This is an optimization exercise on Yosys and OpenROAD, whose aim is small area and a short achievable clock period, not a production implementation. RTL that was checked went through simulation tests only; none was proved equivalent to the original.

Design mas_mul_vedic_32x32, start of the top module:
module mas_mul_vedic_32x32 (
  input               clk,
  input               rstn,
  input        [31:0] in1,
  input        [31:0] in2,
  output logic [63:0] res
);
Size in the first run: roughly 3000 cells after synthesis, about 140 flip-flops, about 130 I/O pins.
Settings: LEC_CHECK=0, ABC_AREA=1, CAP_MARGIN=60, CORE_MARGIN=2, CORE_UTILIZATION=40, SLEW_MARGIN=60, SYNTH_HIERARCHICAL=1; clock period 25.0 ns.
standard.sh (not shown) runs the stock make flow with config.mk's settings and CLKGATE_MAP_FILE= SYNTH_SCRIPT=/design/flow/synth_recipe.tcl, a recipe that flattens the netlist after the stock synthesis.
==> flow/flow/run.sh <==
#!/bin/bash
# The standard layout, with plain buffers (not delay cells) on the ports.
export BUFFER_PORTS_ARGS="-buffer_cell sky130_fd_sc_hd__buf_2"
bash standard.sh > standard.log 2>&1
The starting point ran to the end with no violations.
Rerun with:
--- a/flow/config.mk
+++ b/flow/config.mk
@@ -8,6 +8,6 @@
 export ABC_AREA = 1
-export CAP_MARGIN = 60
+export CAP_MARGIN = 20
 export CORE_MARGIN = 2
 export CORE_UTILIZATION = 40
-export SLEW_MARGIN = 60
+export SLEW_MARGIN = 20
 export SYNTH_HIERARCHICAL = 1
The changed run finished clean. Hold slack gets better by 0.0072 ns. Sequential share of layout area is about the same.

========
mas_mul_vedic_32x32, a different RTL version from the one above (not shown whole).
Size in the first run: about 2,900 cells after synthesis, about 150 flip-flops, roughly 130 I/O pins, about 27,000 um2 of cells after synthesis.
Settings: LEC_CHECK=0, ABC_AREA=1, CAP_MARGIN=60, CORE_MARGIN=2, CORE_UTILIZATION=68, SLEW_MARGIN=60, SYNTH_HIERARCHICAL=1; clock period 25.0 ns.
Scripts as last shown in full above: flow/flow/run.sh
Next try:
Settings changed: CORE_UTILIZATION 68 to 55.
Effect:
- critical path depth falls by 1
- wire length rises by 1.7%
- clock-buffer cell count rises by 1
- register-to-register slack improves by 0.06 ns
- setup slack improves by 0.059 ns
- sequential share of layout area is about the same
- core utilization falls by 13 points
- cell count rises by 2.9%
Next try:
Settings changed: CORE_UTILIZATION 55 to 40.
Via count goes up by 3.3%. Die area grows by 37%. Routed wire length is higher by 7.0%. Synthesized area does not change. Utilization went down by 16 points. Worst setup slack improved by 0.028 ns. Synthesized cell count stays the same. Global-route usage goes down by 8.5 points. Flip-flop and latch count does not change.
Next try:
Settings changed: CORE_UTILIZATION 40 to 55, CTS_CLUSTER_DIAMETER set to 150, CTS_CLUSTER_SIZE set to 36.
Result: The changed run completed without violations. First-iteration DRC count fell by about 14%. Routed wire length goes down by about 6.5%. Area after synthesis is unchanged. Worst setup slack got worse by 0.028 ns. Clock-buffer cell count is unchanged. Via count decreases by 3.2%. Flip-flop and latch count does not change. Cell area goes down by 1.4%.
Next try:
Settings changed: CORE_UTILIZATION 55 to 45, CTS_CLUSTER_DIAMETER 150 to unset, CTS_CLUSTER_SIZE 36 to unset.
What happened: Clock-buffer cell count decreases by 1; non-clock buffer count increases by 5; synthesized area is unchanged.
Next try:
==> flow/flow/run.sh (replaced) <==
#!/bin/bash
# The standard layout, with plain buffers (not delay cells) on the ports.
export BUFFER_PORTS_ARGS="-buffer_cell sky130_fd_sc_hd__buf_1"
bash standard.sh > standard.log 2>&1
Settings changed: CORE_UTILIZATION 45 to 55.
Effect: The changed run completed with no timing, DRC or antenna violations; setup slack is worse by 0.065 ns; via count came out lower by about 1%; synthesized area is unchanged; clock-buffer cell count falls by 1; wire length shrinks by about 2.8%; non-clock buffer count goes down by 3; cell count is lower by about 4.4%; cell area fell by 1.4%; first-iteration DRC count is lower by about 0.74%; fmax shrinks by 1.1%.

========
Another version of the RTL of mas_mul_vedic_32x32 (not shown whole).
Size in the first run: ~150 flip-flops, ~130 I/O pins.
clock: 25.0 ns
lec_check: 0
abc_area: 1
cap_margin: 60
core_margin: 2
core_utilization: 55
cts_buf_list: sky130_fd_sc_hd__clkbuf_8
slew_margin: 60
synth_hierarchical: 1
==> flow/flow/run.sh <==
#!/bin/bash
# The standard layout, with plain buffers (not delay cells) on the ports.
export BUFFER_PORTS_ARGS="-buffer_cell sky130_fd_sc_hd__buf_2"
bash standard.sh > standard.log 2>&1
Change:
- CTS_BUF_LIST: sky130_fd_sc_hd__clkbuf_8 -> unset
The changed run produced a clean layout.
Worst hold slack is about the same.
Flip-flop and latch count does not change.
Setup slack is better by 0.059 ns.
Function was not checked in any run of this note: the RTL went through the layout flow alone.

-- separate check: timing with driven ports --
The flow's constraints put no driver on any port. The routed layouts listed below were extracted and timed again, unchanged, in two steps. Step 1 sets driving cells, clkbuf_16 on the clock port and buf_2 on the other inputs (assumed; they add their load-dependent delay and slew). Step 2 adds t to the input delays and takes it off the output delays; t is the mean of the earliest and latest rising clock arrival at the registers after step 1. Input paths then give back, and output paths get back, about the clock's delay inside the block. Slacks: ideal ports / drivers / drivers and shift; pairs: ideal ports / drivers.
run | t (ns) | slack for setup (ns) | worst setup path at the end
the first run of note 1 | 0.548 | 18.841 / 18.841 / 18.841 | register to register
the second run of note 1 | 0.551 | 18.274 / 18.274 / 18.274 | register to register
the first run of note 2 | 0.559 | 18.885 / 18.885 / 18.885 | register to register
the second run of note 2 | 0.562 | 18.944 / 18.909 / 18.944 | register to register
the third run of note 2 | 0.551 | 18.972 / 18.912 / 18.830 | input to register
the fourth run of note 2 | 0.562 | 18.944 / 18.909 / 18.944 | register to register
the fifth run of note 2 | 0.557 | 18.966 / 18.905 / 18.826 | input to register
the sixth run of note 2 | 0.544 | 18.902 / 18.860 / 18.790 | input to register
the first run of note 3 | 0.631 | 18.853 / 18.833 / 18.853 | register to register
the second run of note 3 | 0.575 | 18.912 / 18.899 / 18.912 | register to register
After both steps every run listed still meets setup and hold. For the third run of note 2, which loses most, drivers alone change the setup slack by -0.060 ns; drivers and shift together by -0.142 ns.
